Background: an optimization exercise with open tools, aiming at small area and a short achievable clock period. Do not read the settings as production practice.
Only simulation tests tie the RTL to the original design; equivalence was not proved.
No activity file was given, so power comes from the tool's default toggle rates.

==> flow/design.v (outline; a module is shown in full before it is edited, if it fits) <==
// module FP16_mcl: 1177 lines
module FP16_mcl(
    input [15:0] data1,
    input [15:0] data2,
    input rst,
    input input_valid,
    input clk,
    output reg [15:0] datanew,
    output reg output_update
    );
  // ...
==> flow/flow/run.sh <==
#!/bin/bash
# The standard layout, with the port buffers made from the smallest buffer cell.
bash standard.sh 'BUFFER_PORTS_ARGS=-buffer_cell sky130_fd_sc_hd__buf_1' finish > standard.log 2>&1
==> flow/standard.sh <==
#!/bin/bash
# synth_recipe.tcl (not shown) runs the flow's synth.tcl, then flattens the netlist and writes it again
# the make line also repeats each setting of config.mk as NAME=value (left out here)
make -C /OpenROAD-flow-scripts/flow DESIGN_CONFIG=/design/flow/config.mk WORK_HOME=/design/flow/orfs CLKGATE_MAP_FILE= SYNTH_SCRIPT=/design/flow/synth_recipe.tcl "${@:-finish}"
==> flow/config.mk <==
export PLATFORM = sky130hd
export DESIGN_NAME = FP16_mcl
export DESIGN_NICKNAME = FP16_mcl
export VERILOG_FILES = /design/flow/design.v
export SDC_FILE = /design/flow/constraint.sdc
export NUM_CORES = 4
export LEC_CHECK = 0
export ABC_AREA = 1
export CAP_MARGIN = 20
export CORE_MARGIN = 2
export CORE_UTILIZATION = 60
export CTS_BUF_LIST = sky130_fd_sc_hd__clkbuf_4 sky130_fd_sc_hd__clkbuf_8
export CTS_CLUSTER_DIAMETER = 20
export SETUP_SLACK_MARGIN = 3.4
export SLEW_MARGIN = 20
==> flow/constraint.sdc <==
create_clock -name core_clock -period 5.5 [get_ports {clk}]
set_input_delay 1.1000 -clock core_clock [delete_from_list [all_inputs] [get_ports {clk}]]
set_output_delay 1.1000 -clock core_clock [all_outputs]
set_load 0.01 [all_outputs]
==> flow_summary.json, run 1 <==
{
  "port_buffers": 51,
  "drt-initial-drc-count": 355,
  "final_common_cell": "sky130_fd_sc_hd__dfxtp_1",
  "number_of_hold_violations_in_the_final_report": 0,
  "commonest_cells_after_routing_fill_and_taps_aside": "sky130_fd_sc_hd__dfxtp_1 (166), sky130_fd_sc_hd__nand2_1 (145), sky130_fd_sc_hd__inv_1 (119)",
  "post-place-ws_ns": 3.27,
  "maxClockFrequency_ghz": 0.488,
  "clock_power_share_pct": 18.7,
  "whs_path_depth": 0,
  "instances_no_fill": 1114,
  "synthMostInstantiatedCell": "sky130_fd_sc_hd__dfxtp_1",
  "met2_length_um": 7320,
  "tritoncts": "built",
  "synth_top_family_by_area": "adder cells",
  "use_met1_pct": 30.7,
  "synth_to_final_area_change_pct": 9.32,
  "power_mw": 4.52,
  "antenna_violations_before_repair": 0,
  "slew_violations": 0,
  "r2r_start": "fs_1_13_12_r2",
  "outcome": "finished clean",
  "clock_buffer_count_from_cts": 17,
  "critical_path.slowest_cell": "sky130_fd_sc_hd__dfrtp_1",
  "p_clk_uw": 845,
  "worst-endpoint-required_ns": 4.40,
  "clock_latency_ns": 0.46,
  "finalCriticalPeriod_ns": 2.05,
  "arrival_ns": 0.95,
  "totalWireLength_um": 15900,
  "ioPinCount": 52,
  "n_clock_buffer": 17,
  "ctsHtreeMaxLevel": 4,
  "die-height_um": 120,
  "std_cell_core_area_mm2": 0.0132,
  "yosysWarnings": 1,
  "max-clock-path-buffers": 2,
  "fin_crit_sh_pct": 37.3,
  "drc_violations_left": 0
}
==> run 2, diff against run 1 <==
--- a/flow/config.mk
+++ b/flow/config.mk
@@ -10,6 +10,6 @@
 export CORE_MARGIN = 2
 export CORE_UTILIZATION = 60
 export CTS_BUF_LIST = sky130_fd_sc_hd__clkbuf_4 sky130_fd_sc_hd__clkbuf_8
-export CTS_CLUSTER_DIAMETER = 20
+export CTS_CLUSTER_DIAMETER = 100
 export SETUP_SLACK_MARGIN = 3.4
 export SLEW_MARGIN = 20
==> flow_summary.json, run 2 <==
{
  "drt-initial-drc-count": 355,
  "final_antenna_net_count": 0,
  "netlist_area_mm2": 0.00813,
  "ff_latch_area_mm2": 0.00347,
  "synthesis.nets": 1002,
  "largest_cells_by_area_after_synthesis": "sky130_fd_sc_hd__dfxtp_1 (41%), sky130_fd_sc_hd__fa_1 (11%), sky130_fd_sc_hd__ha_1 (7.8%)",
  "finalCriticalPeriod_ns": 2.05,
  "holdWs_ns": 0.326,
  "cell_total_after_placement": 1081,
  "fillCellCount": 1129,
  "synthMostInstantiatedCell": "sky130_fd_sc_hd__dfxtp_1",
  "clock_latency_ns": 0.46,
  "final_common_cell": "sky130_fd_sc_hd__dfxtp_1",
  "cts.sink_count": 172,
  "fin_crit_sh_pct": 37.3,
  "timing.final.ws_setup_ns": 3.45,
  "post-place-ws_ns": 3.27,
  "max_slew_margin_pct": 42.7,
  "number_of_cell_rows": 42,
  "synth.lib_cells_used.distinct": 43,
  "arrival_ns": 0.95,
  "synth_common_cells": "sky130_fd_sc_hd__dfxtp_1 (168), sky130_fd_sc_hd__nand2_1 (147), sky130_fd_sc_hd__inv_1 (119), sky130_fd_sc_hd__xor2_1 (70), sky130_fd_sc_hd__ha_1 (51)",
  "start_util_pct": 61.4,
  "grt_pass1_wl_um": 26200,
  "ioPinCount": 52,
  "synth_largest_area_cell": "sky130_fd_sc_hd__dfxtp_1",
  "drv_cap": 0,
  "timing.critical_path.from_type": "flop",
  "hold_fix_buffer_count_after_cts": 0,
  "dieArea_mm2": 0.0145,
  "synthesis.instances": 871,
  "synth.ff_latch_count": 172,
  "die-height_um": 120,
  "port_buffers": 51,
  "std_cell_core_area_mm2": 0.0132,
  "instances_no_fill": 1114,
  "slew_violations": 0,
  "regMostFlops": "datanew",
  "synth_to_final_area_change_pct": 9.32,
  "ctsHtreeMaxLevel": 4,
  "synthArstFlopShare_pct": 2.33,
  "drc_violations_left": 0,
  "antenna_violations_before_repair": 0,
  "max-clock-path-buffers": 2,
  "crit_chain": "clkbuf_2",
  "critical_path.slowest_cell": "sky130_fd_sc_hd__dfrtp_1",
  "proportion_of_netlist_area_held_by_the_largest_area_contributor_pct": 41.3,
  "worst_path_dominant_cell_family": "flip-flops",
  "total_via_count_after_detailed_routing": 5771,
  "dp.final_hpwl_um": 12300,
  "clock_buffer_count_from_cts": 17,
  "die_x_um": 120,
  "clk_root_buffer_cell": "sky130_fd_sc_hd__clkbuf_8",
  "nNetsFinal": 1056,
  "path_class": "flop to output port",
  "yosysSeqAreaShare_pct": 42.6,
  "p_leak_nw": 4.27,
  "synth-edff-count": 0,
  "grt_setup_unrepaired": "true",
  "layout_cells_sized_above_1_pct": 7.57,
  "timing.critical_path.fanout_max": 1,
  "tritoncts": "built",
  "syn_avg_cell_area_um2": 9.34,
  "cellPowerDensity_mw_per_mm2": 508,
  "globalplace.congestion": 0.908,
  "worst_path_largest_cell_delay_ns": 0.37,
  "num_antenna_cells": 0,
  "worst-slew-pin-transition_ns": 0.859,
  "largest_register_ff_count": 16,
  "first_pass_iters": 6,
  "synth_ff_type": "sky130_fd_sc_hd__dfxtp_1",
  "power_mw": 4.52,
  "cts.reportedPaths.clkPinSlew_ns": 0.10,
  "maxClockFrequency_ghz": 0.488,
  "number_of_buffers_and_inverters_on_the_critical_path": 1,
  "setup_viol_count_final": 0,
  "worst-endpoint-required_ns": 4.40,
  "worst_hold_path_type": "flop to flop",
  "ir_worst_vdd_mv": 0.206,
  "totalWireLength_um": 15900,
  "first_global_vias": 5580,
  "pin_count_of_the_biggest_net_entering_global_routing": 22,
  "finalSetupTns_ns": 0,
  "commonest_cells_after_routing_fill_and_taps_aside": "sky130_fd_sc_hd__dfxtp_1 (166), sky130_fd_sc_hd__nand2_1 (145), sky130_fd_sc_hd__inv_1 (119)",
  "outcome": "finished clean",
  "top_regs": "datanew x16, vld x3",
  "endpoint_kind": "output port",
  "multi_input_logic_area_mm2": 0.00412,
  "post_drt_via_cell_ratio": 5.18,
  "grt.total_usage_pct": 23.1,
  "globalRoute.totalOverflow": 0,
  "skew_ns": 0.0105,
  "routed_wire_length_per_instance_um": 14.3,
  "number_of_hold_violations_in_the_final_report": 0,
  "yosysWarnings": 1
}
[run 2: layout make-up]
class / instances / area share [%]
inverters: 131 / 5.53
flip-flops and latches: 172 / 39.0
well taps: 176 / 2.48
clock inverters: 15 / 1.72
multi-input cells: 550 / 46.3
repair buffers: 53 / 2.36
clock buffers: 17 / 2.63
[run 2: cell families (layout without fill, tap and decap cells)]
logic type	count (synthesis)	count (layout)	synth area share (%)
simple gates	250	250	14.0
flops	172	172	42.6
buf+inv	149	216	7.12
compound gates	130	130	9.37
fa+ha+maj	96	96	18.9
xor+xnor	74	74	7.97
[run 2: metrics by stage]
stage / util (%) / instance area, um^2
floorplan: - / 8130
global placement: 63.9 / 8470
detailed placement: 63.9 / 8470
CTS: 66.9 / 8850
global route: 67.1 / 8890
finish: 67.1 / 8890
[run 2: where the power goes]
group	total [mW]	internal, mW	switching, mW	leakage [nW]
clock network	0.845	0.336	0.509	0.199
logic	1.88	0.744	1.14	2.61
registers	1.79	1.59	0.204	1.46
[run 2: layer usage]
metal | global-route usage (%) | routed length (um)
met3 | 4.81 | 753
met2 | 36.8 | 7320
met1 | 30.7 | 7500
met4 | 9.81 | 337
met5 | 0 | 0
[run 2: path summary, 6_finish.rpt]
kind | from | to | slack, ns | cells past startpoint
max | output_update | output_update | 3.45 | 1
min | sg0_r2 | sg0_r3 | 0.33 | 0
max reg2reg | fs_1_13_12_r2 | up13_r3 | 3.47 | 4
min reg2reg | sg0_r2 | sg0_r3 | 0.33 | 0
max in group asynchronous | rst | vld[2] | 4.88 | 2
min in group asynchronous | rst | output_update | 0.47 | 2
[run 2: repair_timing]
action	in CTS	in global routing
pin swaps	0	5
endpoints found under the setup margin	1	8
setup buffers	0	1
gates resized for setup	1	11
==> run 3, diff against run 2 <==
--- a/flow/config.mk
+++ b/flow/config.mk
@@ -10,6 +10,5 @@
 export CORE_MARGIN = 2
 export CORE_UTILIZATION = 60
 export CTS_BUF_LIST = sky130_fd_sc_hd__clkbuf_4 sky130_fd_sc_hd__clkbuf_8
-export CTS_CLUSTER_DIAMETER = 100
-export SETUP_SLACK_MARGIN = 3.4
+export SETUP_SLACK_MARGIN = 3.35
 export SLEW_MARGIN = 20
==> flow_summary.json, run 3 <==
{
  "worst_reg_to_reg_setup_slack_ns": 3.47,
  "synthMostInstantiatedCell": "sky130_fd_sc_hd__dfxtp_1",
  "nNetsFinal": 1055,
  "post_drt_via_cell_ratio": 5.18,
  "finalCriticalPeriod_ns": 2.07,
  "ioPinCount": 52,
  "p_leak_nw": 4.25,
  "regMostFlops": "datanew",
  "start_util_pct": 61.4,
  "port_buffers": 51,
  "timing.critical_path.from_type": "flop",
  "synthesis.instances": 871,
  "number_of_cell_rows": 42,
  "grt.total_usage_pct": 23.1,
  "worst_hold_path_type": "flop to flop",
  "commonest_cells_after_routing_fill_and_taps_aside": "sky130_fd_sc_hd__dfxtp_1 (166), sky130_fd_sc_hd__nand2_1 (145), sky130_fd_sc_hd__inv_1 (119)",
  "grt_setup_unrepaired": "true",
  "dieArea_mm2": 0.0145,
  "synth_ff_type": "sky130_fd_sc_hd__dfxtp_1",
  "post_cts_resized": 0,
  "die_x_um": 120,
  "final_antenna_net_count": 0,
  "die-height_um": 120,
  "fin_crit_sh_pct": 37.7,
  "yosysWarnings": 1,
  "first_pass_iters": 5,
  "synth_to_final_area_change_pct": 9.12,
  "clk_root_buffer_cell": "sky130_fd_sc_hd__clkbuf_8",
  "synth-edff-count": 0,
  "tritoncts": "built",
  "number_of_buffers_and_inverters_on_the_critical_path": 1,
  "yosysSeqAreaShare_pct": 42.6,
  "slew_violations": 0,
  "dp.final_hpwl_um": 12300,
  "drc_violations_left": 0,
  "critical_path.slowest_cell": "sky130_fd_sc_hd__dfxtp_1",
  "crit_chain": "buf_1",
  "total_via_count_after_detailed_routing": 5768,
  "synthesis.nets": 1002,
  "drv_cap": 0,
  "fillCellCount": 1124,
  "proportion_of_netlist_area_held_by_the_largest_area_contributor_pct": 41.3,
  "cts.sink_count": 172,
  "max_slew_margin_pct": 42.7,
  "drt-initial-drc-count": 366,
  "worst-endpoint-required_ns": 4.40,
  "instances_no_fill": 1113,
  "first_global_vias": 5580,
  "largest_cells_by_area_after_synthesis": "sky130_fd_sc_hd__dfxtp_1 (41%), sky130_fd_sc_hd__fa_1 (11%), sky130_fd_sc_hd__ha_1 (7.8%)",
  "finalSetupTns_ns": 0,
  "final_common_cell": "sky130_fd_sc_hd__dfxtp_1",
  "max-clock-path-buffers": 2,
  "worst_path_dominant_cell_family": "flip-flops",
  "skew_ns": 0.0116,
  "layout_cells_sized_above_1_pct": 7.15,
  "ir_worst_vdd_mv": 0.207,
  "worst-slew-pin-transition_ns": 0.859,
  "synth_common_cells": "sky130_fd_sc_hd__dfxtp_1 (168), sky130_fd_sc_hd__nand2_1 (147), sky130_fd_sc_hd__inv_1 (119), sky130_fd_sc_hd__xor2_1 (70), sky130_fd_sc_hd__ha_1 (51)",
  "setup_viol_count_final": 0,
  "ctsHtreeMaxLevel": 4,
  "antenna_violations_before_repair": 0,
  "cellPowerDensity_mw_per_mm2": 507,
  "num_antenna_cells": 0,
  "netlist_area_mm2": 0.00813,
  "arrival_ns": 0.97,
  "std_cell_core_area_mm2": 0.0132,
  "synth.lib_cells_used.distinct": 43,
  "path_class": "flop to output port",
  "syn_avg_cell_area_um2": 9.34,
  "globalplace.congestion": 0.908,
  "pin_count_of_the_biggest_net_entering_global_routing": 22,
  "number_of_hold_violations_in_the_final_report": 0,
  "cts.reportedPaths.clkPinSlew_ns": 0.10,
  "outcome": "finished clean",
  "maxClockFrequency_ghz": 0.483,
  "clock_latency_ns": 0.47,
  "synth_largest_area_cell": "sky130_fd_sc_hd__dfxtp_1",
  "totalWireLength_um": 15900,
  "synth.ff_latch_count": 172,
  "worst_path_largest_cell_delay_ns": 0.33,
  "grt_pass1_wl_um": 26200,
  "ff_latch_area_mm2": 0.00347,
  "multi_input_logic_area_mm2": 0.00411,
  "endpoint_kind": "output port",
  "largest_register_ff_count": 16,
  "globalRoute.totalOverflow": 0,
  "timing.critical_path.fanout_max": 1,
  "routed_wire_length_per_instance_um": 14.3,
  "top_regs": "datanew x16, vld x3",
  "cell_total_after_placement": 1081,
  "cts.repair_timing.setup_buffer_count": 0,
  "hold_fix_buffer_count_after_cts": 0,
  "synthArstFlopShare_pct": 2.33,
  "clock_buffer_count_from_cts": 17
}
==> run 3: cell families after synthesis <==
kind of cell	count (synthesis)	share of synthesized area, %
adder cells (fa/ha/maj)	96	18.9
AND/OR/NAND/NOR	250	14.0
buffers and inverters	149	7.12
XOR/XNOR	74	7.97
AO/OA/AOI/OAI	130	9.37
flip-flops	172	42.6
==> run 3: layout make-up <==
class	count	area share [%]
clock buffer	17	2.64
clock inverter	15	1.72
inverter	131	5.54
multi-input combinational	550	46.3
sequential	172	39.0
tap	176	2.48
timing repair buffer	52	2.24
==> run 3: stage by stage <==
step / power [mW] / util, % / hold WS [ns] / cell area, um^2 / worst slack (ns)
2_1_floorplan: 3.20 / - / 0.310 / 8130 / 3.54
3_3_place_gp: 3.61 / 63.9 / 0.311 / 8470 / 3.31
3_5_place_dp: 3.68 / 63.9 / 0.313 / 8470 / 3.27
4_1_cts: 4.54 / 66.8 / 0.331 / 8850 / 3.38
5_1_grt: 4.93 / 67.0 / 0.349 / 8880 / 3.30
6_report: 4.50 / 67.0 / 0.326 / 8880 / 3.43
==> run 3: final timing paths <==
path / cells past startpoint / end / from
max: 1 / datanew[0] / datanew[0]
min: 0 / sg0_r3 / sg0_r2
max reg2reg: 4 / up15_r3 / fs_1_15_16_r2
min reg2reg: 0 / sg0_r3 / sg0_r2
max in group asynchronous: 2 / vld[2] / rst
min in group asynchronous: 2 / output_update / rst
==> run 3: power by group <==
group | leakage (nW) | total [mW] | internal, mW | switching [mW]
registers | 1.46 | 1.79 | 1.59 | 0.203
logic | 2.59 | 1.87 | 0.732 | 1.13
clock network | 0.199 | 0.845 | 0.336 | 0.509
==> run 3: metal layers <==
metal / part of all wire, % / track usage [%]
met4: 2.1 / 9.81
met3: 5.0 / 4.81
met1: 47 / 30.7
met2: 46 / 36.8
met5: 0 / 0
==> run 4, diff against run 3 <==
--- a/flow/config.mk
+++ b/flow/config.mk
@@ -8,7 +8,7 @@
 export ABC_AREA = 1
 export CAP_MARGIN = 20
 export CORE_MARGIN = 2
-export CORE_UTILIZATION = 60
+export CORE_UTILIZATION = 75
 export CTS_BUF_LIST = sky130_fd_sc_hd__clkbuf_4 sky130_fd_sc_hd__clkbuf_8
-export SETUP_SLACK_MARGIN = 3.35
+export SETUP_SLACK_MARGIN = 3.45
 export SLEW_MARGIN = 20
==> flow_summary.json, run 4 <==
{
  "outcome": "finished clean",
  "rr_worst_depth": 4,
  "maxClockFrequency_ghz": 0.486,
  "clk_root_buffer_cell": "sky130_fd_sc_hd__clkbuf_8",
  "start_util_pct": 76.0,
  "whs_path_depth": 0,
  "synthArstFlopShare_pct": 2.33,
  "totalWireLength_um": 17800,
  "worst-slew-pin-transition_ns": 0.869,
  "syn_avg_cell_area_um2": 9.34,
  "std_cell_core_area_mm2": 0.0107,
  "drc_violations_left": 0,
  "final_antenna_net_count": 0,
  "worst_hold_path_type": "flop to flop",
  "number_of_cell_rows": 38,
  "synth_ff_type": "sky130_fd_sc_hd__dfxtp_1",
  "timing.final.ws_setup_ns": 3.44,
  "multi_input_logic_area_mm2": 0.00415,
  "timing.critical_path.fanout_max": 1,
  "grt_pass1_wl_um": 28500,
  "path_class": "flop to flop",
  "max_slew_margin_pct": 42.0,
  "setup_viol_count_final": 0,
  "fillCellCount": 645,
  "synth_largest_area_cell": "sky130_fd_sc_hd__dfxtp_1",
  "largest_cells_by_area_after_synthesis": "sky130_fd_sc_hd__dfxtp_1 (41%), sky130_fd_sc_hd__fa_1 (11%), sky130_fd_sc_hd__ha_1 (7.8%)",
  "cellPowerDensity_mw_per_mm2": 537,
  "worst_reg_to_reg_setup_slack_ns": 3.44,
  "cts.sink_count": 172,
  "largest_register_ff_count": 16,
  "arrival_ns": 2.40,
  "grt.total_usage_pct": 32.2,
  "finalSetupTns_ns": 0,
  "synthMostInstantiatedCell": "sky130_fd_sc_hd__dfxtp_1",
  "synth.lib_cells_used.distinct": 43,
  "crit-reg2reg-capture": "up16_r3",
  "yosysWarnings": 1,
  "first_pass_iters": 5,
  "endpoint_kind": "flop",
  "globalRoute.totalOverflow": 0,
  "ff_latch_area_mm2": 0.00348,
  "grt_setup_unrepaired": "true",
  "drv_cap": 0,
  "top_regs": "datanew x16, vld x3",
  "slew_violations": 0,
  "dieArea_mm2": 0.0117,
  "die_x_um": 108,
  "globalplace.congestion": 0.945,
  "crit_chain": "fa_2, fa_1, ha_1, ha_1",
  "critical_path.slowest_cell": "sky130_fd_sc_hd__fa_2",
  "r2r_start": "bm5_5_r2",
  "switching_share_pct": 39.9,
  "fin_crit_sh_pct": 37.4,
  "internal-power_mw": 2.89,
  "nNetsFinal": 1058,
  "finalCriticalPeriod_ns": 2.06,
  "cp_common_cell": "sky130_fd_sc_hd__ha_1",
  "drt-initial-drc-count": 448,
  "worst_path_largest_cell_delay_ns": 0.58,
  "p_sw_mw": 1.92,
  "port_buffers": 51,
  "p_leak_nw": 4.30,
  "seq_power_share_pct": 38.0,
  "proportion_of_netlist_area_held_by_the_largest_area_contributor_pct": 41.3,
  "timing.critical_path.from_type": "flop",
  "postPlaceCellArea_mm2": 0.00842,
  "netlist_area_mm2": 0.00813,
  "post_drt_via_cell_ratio": 5.70,
  "final_common_cell": "sky130_fd_sc_hd__dfxtp_1",
  "synth_common_cells": "sky130_fd_sc_hd__dfxtp_1 (168), sky130_fd_sc_hd__nand2_1 (147), sky130_fd_sc_hd__inv_1 (119), sky130_fd_sc_hd__xor2_1 (70), sky130_fd_sc_hd__ha_1 (51)",
  "post-place-ws_ns": 3.21,
  "dp.final_hpwl_um": 12900,
  "total_via_count_after_detailed_routing": 6144,
  "hold_path_startpoint": "z9_0_r2",
  "layout_cells_sized_above_1_pct": 10.7,
  "synth_to_final_area_change_pct": 10.0,
  "skew_ns": 0.0135,
  "pin_count_of_the_biggest_net_entering_global_routing": 22,
  "commonest_cells_after_routing_fill_and_taps_aside": "sky130_fd_sc_hd__dfxtp_1 (157), sky130_fd_sc_hd__nand2_1 (143), sky130_fd_sc_hd__inv_1 (117)",
  "worst-endpoint-required_ns": 5.84,
  "num_antenna_cells": 0,
  "yosysSeqAreaShare_pct": 42.6,
  "synthesis.instances": 871,
  "first_global_vias": 6062,
  "regMostFlops": "datanew",
  "synth-edff-count": 0,
  "clock_buffer_count_from_cts": 17,
  "synth.ff_latch_count": 172,
  "ctsHtreeMaxLevel": 4,
  "clock_latency_ns": 0.46,
  "ioPinCount": 52,
  "tritoncts": "built",
  "finish.instance_area_mm2": 0.00895,
  "synthesis.nets": 1002,
  "antenna_violations_before_repair": 0,
  "max-clock-path-buffers": 2,
  "cts.reportedPaths.clkPinSlew_ns": 0.08,
  "power.share.combinational_pct": 43.6,
  "clock_power_share_pct": 18.4,
  "worstHoldEndpoint": "z9_0_r3",
  "die-height_um": 108,
  "routed_wire_length_per_instance_um": 16.5,
  "number_of_hold_violations_in_the_final_report": 0,
  "ir_worst_vdd_mv": 0.337
}
[run 4: critical path: cells and delay by family, from the launching register on]
kind                       cells  cell delay (ns)
adders and majority gates      4             1.60
DFF                            1             0.34
[run 4: per-stage QoR]
stage	std cells	util [%]	hold WS [ns]	total power, mW
floorplan	871	-	0.310	3.20
global placement	1045	78.7	0.312	3.58
detailed placement	1045	78.7	0.312	3.76
CTS	1075	82.7	0.331	4.70
global route	1078	83.7	0.339	5.17
finish	1078	83.7	0.331	4.80
[run 4: metal layers]
metal  GRT usage (%)  vias to the layer above  routed length, um
li1                -                     2901                  -
met1            35.7                     2887               6840
met2            56.9                      292               9120
met3            7.78                       64               1120
met4            17.1                        0                741
met5               0                        -                  0
[run 4: repair_timing]
item / 4_1_cts / 5_1_grt
pin swaps: 5 / 10
resized for setup: 12 / 38
setup endpoints to repair: 11 / 28
hold buffers: 0 / 0
buffers inserted: 0 / 3
[run 4: worst max-delay path by stage]
stage	startpoint	cells past startpoint	to
final	bm5_5_r2	4	up16_r3
after global routing	output_update	1	output_update
after floorplan	fs_1_12_10_r2	4	up12_r3
after CTS	bm5_5_r2	4	up16_r3
after detailed placement	data2[1]	8	zero0_r1
after global placement	data2[1]	10	z9_0_r1
[run 4: cell type report]
type,instances,share of cell area [%]
clock inverter,9,1.29
sequential,172,38.9
tap,140,1.96
clock buffer,21,3.16
inverter,131,5.49
timing repair buffer,55,2.84
multi-input combinational,550,46.4
[run 4: power by group through the flow]
stage          clock network, mW  registers (mW)  logic [mW]
6_report                   0.884            1.83        2.09
5_1_grt                    0.938            1.86        2.37
4_1_cts                    0.889            1.80        2.01
3_5_place_dp                   0            1.83        1.93
3_3_place_gp                   0            1.80        1.78
2_1_floorplan                  0            1.79        1.41
[run 4: cells by family after synthesis]
group | count (synthesis) | share of synthesized area, %
simple gates | 250 | 14.0
flops | 172 | 42.6
fa+ha+maj | 96 | 18.9
compound gates | 130 | 9.37
xor+xnor | 74 | 7.97
buf+inv | 149 | 7.12
==> run 5, diff against run 4 <==
--- a/flow/config.mk
+++ b/flow/config.mk
@@ -8,7 +8,7 @@
 export ABC_AREA = 1
 export CAP_MARGIN = 20
 export CORE_MARGIN = 2
-export CORE_UTILIZATION = 75
-export CTS_BUF_LIST = sky130_fd_sc_hd__clkbuf_4 sky130_fd_sc_hd__clkbuf_8
+export CORE_UTILIZATION = 60
+export CTS_BUF_LIST = sky130_fd_sc_hd__clkbuf_16
 export SETUP_SLACK_MARGIN = 3.45
 export SLEW_MARGIN = 20
==> flow_summary.json, run 5 <==
{
  "synth_to_final_area_change_pct": 11.7,
  "hold_path_startpoint": "sg0_r2",
  "yosysWarnings": 1,
  "p_leak_nw": 4.35,
  "post_drt_via_cell_ratio": 5.21,
  "synth.ff_latch_count": 172,
  "die_x_um": 120,
  "ctsHtreeMaxLevel": 4,
  "start_util_pct": 61.4,
  "hold_fix_buffer_count_after_cts": 0,
  "grt.total_usage_pct": 23.1,
  "regMostFlops": "datanew",
  "critical_path.slowest_cell": "sky130_fd_sc_hd__fa_1",
  "r2r_start": "fc_1_12_10_r2",
  "clock_latency_ns": 0.43,
  "timing.final.ws_setup_ns": 3.49,
  "netlist_area_mm2": 0.00813,
  "std_cell_core_area_mm2": 0.0132,
  "largest_register_ff_count": 16,
  "post-place-ws_ns": 3.27,
  "grt_pass1_wl_um": 26200,
  "power.share.combinational_pct": 39.2,
  "max_used_layer": "met4",
  "num_antenna_cells": 0,
  "synthesis.nets": 1002,
  "holdWs_ns": 0.321,
  "crit_chain": "fa_1, fa_1, ha_1, ha_1",
  "timing.critical_path.fanout_max": 1,
  "synthMostInstantiatedCell": "sky130_fd_sc_hd__dfxtp_1",
  "total_via_count_after_detailed_routing": 5809,
  "synthesis.instances": 871,
  "layout_cells_sized_above_1_pct": 7.78,
  "slew_violations": 0,
  "totalWireLength_um": 16000,
  "arrival_ns": 2.32,
  "drv_cap": 0,
  "synthArstFlopShare_pct": 2.33,
  "met2_length_um": 7470,
  "worst-slew-pin-transition_ns": 0.840,
  "maxClockFrequency_ghz": 0.497,
  "syn_avg_cell_area_um2": 9.34,
  "skew_ns": 0.0124,
  "worst-endpoint-required_ns": 5.81,
  "ir_worst_vdd_mv": 0.266,
  "pin_count_of_the_biggest_net_entering_global_routing": 22,
  "internal-power_mw": 2.94,
  "path_class": "flop to flop",
  "number_of_cell_rows": 42,
  "cts.sink_count": 172,
  "cell_total_after_placement": 1081,
  "clock_power_share_pct": 23.6,
  "final_common_cell": "sky130_fd_sc_hd__dfxtp_1",
  "globalRoute.totalOverflow": 0,
  "setup_viol_count_final": 0,
  "worst_path_largest_cell_delay_ns": 0.57,
  "timing.critical_path.from_type": "flop",
  "finalSetupTns_ns": 0,
  "fin_crit_sh_pct": 36.6,
  "switching_share_pct": 39.1,
  "nNetsFinal": 1056,
  "tritoncts": "built",
  "commonest_cells_after_routing_fill_and_taps_aside": "sky130_fd_sc_hd__dfxtp_1 (165), sky130_fd_sc_hd__nand2_1 (143), sky130_fd_sc_hd__inv_1 (119)",
  "synth_common_cells": "sky130_fd_sc_hd__dfxtp_1 (168), sky130_fd_sc_hd__nand2_1 (147), sky130_fd_sc_hd__inv_1 (119), sky130_fd_sc_hd__xor2_1 (70), sky130_fd_sc_hd__ha_1 (51)",
  "drt-initial-drc-count": 323,
  "ioPinCount": 52,
  "proportion_of_netlist_area_held_by_the_largest_area_contributor_pct": 41.3,
  "synth_ff_type": "sky130_fd_sc_hd__dfxtp_1",
  "seq_power_share_pct": 37.2,
  "max_slew_margin_pct": 43.9,
  "finalCriticalPeriod_ns": 2.01,
  "antenna_violations_before_repair": 0,
  "die-height_um": 120,
  "final_antenna_net_count": 0,
  "instances_no_fill": 1114,
  "largest_cells_by_area_after_synthesis": "sky130_fd_sc_hd__dfxtp_1 (41%), sky130_fd_sc_hd__fa_1 (11%), sky130_fd_sc_hd__ha_1 (7.8%)",
  "yosysSeqAreaShare_pct": 42.6,
  "cts.reportedPaths.clkPinSlew_ns": 0.07,
  "worst_hold_path_type": "flop to flop",
  "clk_root_buffer_cell": "sky130_fd_sc_hd__clkbuf_16",
  "routed-wl-met3_um": 912,
  "top_regs": "datanew x16, vld x3",
  "routed_wire_length_per_instance_um": 14.4,
  "synth-edff-count": 0,
  "globalplace.congestion": 0.908,
  "synth.lib_cells_used.distinct": 43,
  "clock_buffer_count_from_cts": 17,
  "first_global_vias": 5592,
  "crit_path_start": "fc_1_12_10_r2",
  "cellPowerDensity_mw_per_mm2": 532,
  "endpoint_kind": "flop",
  "dieArea_mm2": 0.0145,
  "p_sw_mw": 1.89,
  "number_of_hold_violations_in_the_final_report": 0,
  "grt_setup_unrepaired": "true",
  "dp.final_hpwl_um": 12300,
  "port_buffers": 51,
  "outcome": "finished clean",
  "max-clock-path-buffers": 2,
  "first_pass_iters": 5,
  "drc_violations_left": 0,
  "routedLengthMet1_um": 7260,
  "synth_largest_area_cell": "sky130_fd_sc_hd__dfxtp_1"
}
[run 5: cell count changes in the layout (fill, tap and decap cells not counted), sizes merged]
cell,previous run,this run
inv,119,126
buf,48,52
clkbuf,28,18
clkinvlp,5,0
bufinv,2,0
clkinv,14,20
[run 5: logic make-up (layout without fill, tap and decap cells)]
| logic type | count (synthesis) | count (layout) | synth area share, % |
|---|---|---|---|
| flip-flops | 172 | 172 | 42.6 |
| adder cells (fa/ha/maj) | 96 | 96 | 18.9 |
| AND/OR/NAND/NOR | 250 | 250 | 14.0 |
| XOR/XNOR | 74 | 74 | 7.97 |
| buffers and inverters | 149 | 216 | 7.12 |
| AO/OA/AOI/OAI | 130 | 130 | 9.37 |
[run 5: layer usage]
layer  vias to the layer above  track usage, %
li1                       2902               -
met1                      2663            30.6
met2                       215            37.3
met3                        29            4.39
met4                         0            9.88
met5                         -               0
[run 5: cell type report]
class	count	area [um^2]
timing repair buffer	53	209
clock inverter	15	153
inverter	131	492
clock buffer	17	425
multi-input combinational	550	4120
tap	176	220
sequential	172	3470
fill	1111	4150
[run 5: path summary, 6_finish.rpt]
path | cells past startpoint | to | slack, ns
min in group asynchronous | 2 | output_update | 0.52
hold reg to reg | 0 | sg0_r3 | 0.32
max in group asynchronous | 2 | vld[1] | 4.83
setup reg to reg | 4 | up13_r3 | 3.49
hold / removal | 0 | sg0_r3 | 0.32
setup / recovery | 4 | up13_r3 | 3.49
[run 5: repair_timing]
action                     4_1_cts  5_1_grt
gates resized for setup          2       12
setup endpoints to repair        2       17
pin swaps                        0       16
buffers inserted                 0        1
[run 5: per-stage QoR]
step	instance area [um^2]	total power [mW]	utilization, %
2_1_floorplan	8130	3.20	-
3_3_place_gp	8470	3.61	63.9
3_5_place_dp	8470	3.68	63.9
4_1_cts	9050	4.87	68.3
5_1_grt	9090	5.25	68.6
6_report	9090	4.84	68.6
[run 5: critical path: cells and delay by family, from the launching register on]
kind	cells	cell delay, ns
flip-flops	1	0.33
adder cells (fa/ha/maj)	4	1.58
[run 5: power groups by stage]
| stage | clock network [mW] | registers, mW | logic [mW] |
|---|---|---|---|
| global route | 1.21 | 1.83 | 2.21 |
| CTS | 1.17 | 1.79 | 1.91 |
| finish | 1.14 | 1.80 | 1.90 |
| detailed placement | 0 | 1.82 | 1.86 |
| global placement | 0 | 1.81 | 1.80 |
| floorplan | 0 | 1.79 | 1.41 |
==> run 6, diff against run 5 <==
==> flow/flow/run.sh (replaced) <==
#!/bin/bash
# The standard layout, with the port buffers made from the smallest buffer
# cell and a clock tree built without dummy loads.
bash standard.sh 'BUFFER_PORTS_ARGS=-buffer_cell sky130_fd_sc_hd__buf_1' \
  'CTS_ARGS=-sink_clustering_enable -repair_clock_nets -buf_list {sky130_fd_sc_hd__clkbuf_4 sky130_fd_sc_hd__clkbuf_8} -dont_use_dummy_load' \
  finish > standard.log 2>&1
--- a/flow/config.mk
+++ b/flow/config.mk
@@ -9,6 +9,6 @@
 export CAP_MARGIN = 20
 export CORE_MARGIN = 2
 export CORE_UTILIZATION = 60
-export CTS_BUF_LIST = sky130_fd_sc_hd__clkbuf_16
-export SETUP_SLACK_MARGIN = 3.45
+export CTS_BUF_LIST = sky130_fd_sc_hd__clkbuf_4 sky130_fd_sc_hd__clkbuf_8
+export SETUP_SLACK_MARGIN = 3.5
 export SLEW_MARGIN = 20
==> flow_summary.json, run 6 <==
{
  "clock_latency_ns": 0.46,
  "std_cell_core_area_mm2": 0.0132,
  "seq_power_share_pct": 41.2,
  "max_used_layer": "met4",
  "multi_input_logic_area_mm2": 0.00413,
  "cts.sink_count": 172,
  "p_leak_nw": 4.25,
  "total_via_count_after_detailed_routing": 5717,
  "final_common_cell": "sky130_fd_sc_hd__dfxtp_1",
  "port_buffers": 51,
  "slew_violations": 0,
  "synth.lib_cells_used.distinct": 43,
  "globalplace.congestion": 0.908,
  "worst_path_dominant_cell_family": "flip-flops",
  "crit_chain": "clkbuf_2",
  "num_antenna_cells": 0,
  "post_drt_via_cell_ratio": 5.20,
  "drv_cap": 0,
  "synth_common_cells": "sky130_fd_sc_hd__dfxtp_1 (168), sky130_fd_sc_hd__nand2_1 (147), sky130_fd_sc_hd__inv_1 (119), sky130_fd_sc_hd__xor2_1 (70), sky130_fd_sc_hd__ha_1 (51)",
  "internal-power_mw": 2.66,
  "maxClockFrequency_ghz": 0.493,
  "routed-wl-met3_um": 741,
  "routed_wire_length_per_instance_um": 14.3,
  "synthesis.instances": 871,
  "max-clock-path-buffers": 2,
  "largest_cells_by_area_after_synthesis": "sky130_fd_sc_hd__dfxtp_1 (41%), sky130_fd_sc_hd__fa_1 (11%), sky130_fd_sc_hd__ha_1 (7.8%)",
  "number_of_buffers_and_inverters_on_the_critical_path": 1,
  "number_of_cell_rows": 42,
  "globalRoute.totalOverflow": 0,
  "critical_path_cell_count": 1,
  "synth.ff_latch_count": 172,
  "pin_count_of_the_biggest_net_entering_global_routing": 22,
  "commonest_cells_after_routing_fill_and_taps_aside": "sky130_fd_sc_hd__dfxtp_1 (154), sky130_fd_sc_hd__nand2_1 (141), sky130_fd_sc_hd__inv_1 (117)",
  "timing.critical_path.fanout_max": 1,
  "tritoncts": "built",
  "syn_avg_cell_area_um2": 9.34,
  "top_regs": "datanew x16, vld x3",
  "clk_root_buffer_cell": "sky130_fd_sc_hd__clkbuf_8",
  "timing.critical_path.from_type": "flop",
  "worst_reg_to_reg_setup_slack_ns": 3.50,
  "endpoint_kind": "output port",
  "grt.total_usage_pct": 22.9,
  "routedLengthMet1_um": 7380,
  "ir_worst_vdd_mv": 0.212,
  "fillCellCount": 1130,
  "worst_hold_path_type": "flop to flop",
  "setup_viol_count_final": 0,
  "dp.final_hpwl_um": 12300,
  "die-height_um": 120,
  "worst_path_largest_cell_delay_ns": 0.36,
  "synthArstFlopShare_pct": 2.33,
  "grt_pass1_wl_um": 25900,
  "nNetsFinal": 1057,
  "first_pass_iters": 7,
  "synth_to_final_area_change_pct": 8.51,
  "finalSetupTns_ns": 0,
  "synth_largest_area_cell": "sky130_fd_sc_hd__dfxtp_1",
  "die_x_um": 120,
  "met2_length_um": 7160,
  "skew_ns": 0.0308,
  "cellPowerDensity_mw_per_mm2": 497,
  "synthesis.nets": 1002,
  "whs_path_depth": 0,
  "path_class": "flop to output port",
  "power_mw": 4.39,
  "switching_share_pct": 39.3,
  "totalWireLength_um": 15700,
  "power.share.combinational_pct": 44.1,
  "drt-initial-drc-count": 316,
  "fin_crit_sh_pct": 36.9,
  "ff_latch_area_mm2": 0.00348,
  "final_antenna_net_count": 0,
  "finalCriticalPeriod_ns": 2.03,
  "p_sw_mw": 1.72,
  "holdWs_ns": 0.329,
  "clock_buffer_count_from_cts": 17,
  "largest_register_ff_count": 16,
  "start_util_pct": 61.4,
  "worst-slew-pin-transition_ns": 0.829,
  "synthMostInstantiatedCell": "sky130_fd_sc_hd__dfxtp_1",
  "arrival_ns": 0.93,
  "dieArea_mm2": 0.0145,
  "drc_violations_left": 0,
  "outcome": "finished clean",
  "layout_cells_sized_above_1_pct": 9.74,
  "clock_power_share_pct": 14.7,
  "grt_setup_unrepaired": "true",
  "antenna_violations_before_repair": 0,
  "yosysSeqAreaShare_pct": 42.6,
  "worst-endpoint-required_ns": 4.40,
  "rr_worst_depth": 4,
  "regMostFlops": "datanew",
  "netlist_area_mm2": 0.00813,
  "first_global_vias": 5534,
  "number_of_hold_violations_in_the_final_report": 0,
  "proportion_of_netlist_area_held_by_the_largest_area_contributor_pct": 41.3,
  "synth_ff_type": "sky130_fd_sc_hd__dfxtp_1",
  "ctsHtreeMaxLevel": 4,
  "critical_path.slowest_cell": "sky130_fd_sc_hd__dfrtp_1",
  "cts.reportedPaths.clkPinSlew_ns": 0.08,
  "ioPinCount": 52,
  "yosysWarnings": 1,
  "max_slew_margin_pct": 44.7,
  "synth-edff-count": 0
}
run 6: path summary, 6_finish.rpt:
kind,start,to
hold reg to reg,sg0_r1,sg0_r2
setup reg to reg,fc_1_12_10_r2,up13_r3
setup / recovery,output_update,output_update
min in group asynchronous,rst,vld[0]
max in group asynchronous,rst,vld[2]
hold / removal,sg0_r1,sg0_r2
run 6: repair_timing:
item                       4_1_cts  5_1_grt
pin swaps                       12       10
gates resized for setup         25       29
hold buffers                     0        0
setup buffers                    0        2
setup endpoints to repair       23       38
run 6: final cells by class:
type | instances | area share, %
Multi-Input combinational cell | 550 | 46.8
Tap cell | 176 | 2.50
Inverter | 131 | 5.57
Timing Repair Buffer | 54 | 3.02
Sequential cell | 172 | 39.5
Clock buffer | 17 | 2.65
run 6: metal layers:
metal	GRT usage [%]	vias to the layer above
met1	30.6	2633
li1	-	2886
met4	10.5	0
met3	4.72	37
met5	0	-
met2	35.8	161
run 6: kinds of logic after synthesis:
kind of cell    synth area share (%)
xor+xnor                        7.97
flops                           42.6
compound gates                  9.37
simple gates                    14.0
buf+inv                         7.12
fa+ha+maj                       18.9
run 6: through the flow:
stage	cell area [um^2]	instances	worst slack (ns)	utilization, %
floorplan	8130	871	3.54	-
detailed placement	8470	1081	3.27	63.9
finish	8830	1100	3.47	66.6
global placement	8470	1081	3.31	63.9
global route	8830	1100	3.41	66.6
CTS	8750	1098	3.44	66.1
run 6: power groups by stage:
stage / clock network (mW) / registers [mW] / logic (mW)
final: 0.645 / 1.81 / 1.93
after global routing: 0.713 / 1.85 / 2.24
after CTS: 0.669 / 1.79 / 1.91
after detailed placement: 0 / 1.82 / 1.86
after global placement: 0 / 1.81 / 1.80
after floorplan: 0 / 1.79 / 1.41

-- port drivers added, routing unchanged --
The results above use ideal ports. As a check the final layouts listed here were re-extracted and re-timed, cells and wires unchanged.
Step 1: set_driving_cell puts a clkbuf_16 on clk and a buf_2 on each other input, an assumption about the parent block.
Step 2 also shifts input and output timing later by t, the mid clock arrival at the registers, as if the neighbouring blocks saw the same clock.
a / b / c = ideal / step 1 / step 2; a / b = the first two.
| run | t (ns) | slack for setup (ns) | latest minus earliest clock arrival (ns) | cell pins on the clock port's net |
|---|---|---|---|---|
| run 1 | 0.498 | 3.451 / 3.412 / 3.222 | 0.011 / 0.010 | 1 |
| run 2 | 0.498 | 3.451 / 3.412 / 3.222 | 0.011 / 0.010 | 1 |
| run 3 | 0.499 | 3.429 / 3.391 / 3.236 | 0.012 / 0.011 | 1 |
| run 4 | 0.492 | 3.443 / 3.424 / 3.190 | 0.014 / 0.014 | 1 |
| run 5 | 0.465 | 3.487 / 3.456 / 3.250 | 0.013 / 0.013 | 1 |
| run 6 | 0.477 | 3.473 / 3.436 / 3.245 | 0.031 / 0.031 | 1 |
After both steps every run listed still meets setup and hold. The setup slack of run 4, which loses most, moves by -0.019 ns with the drivers and by -0.253 ns with both steps.
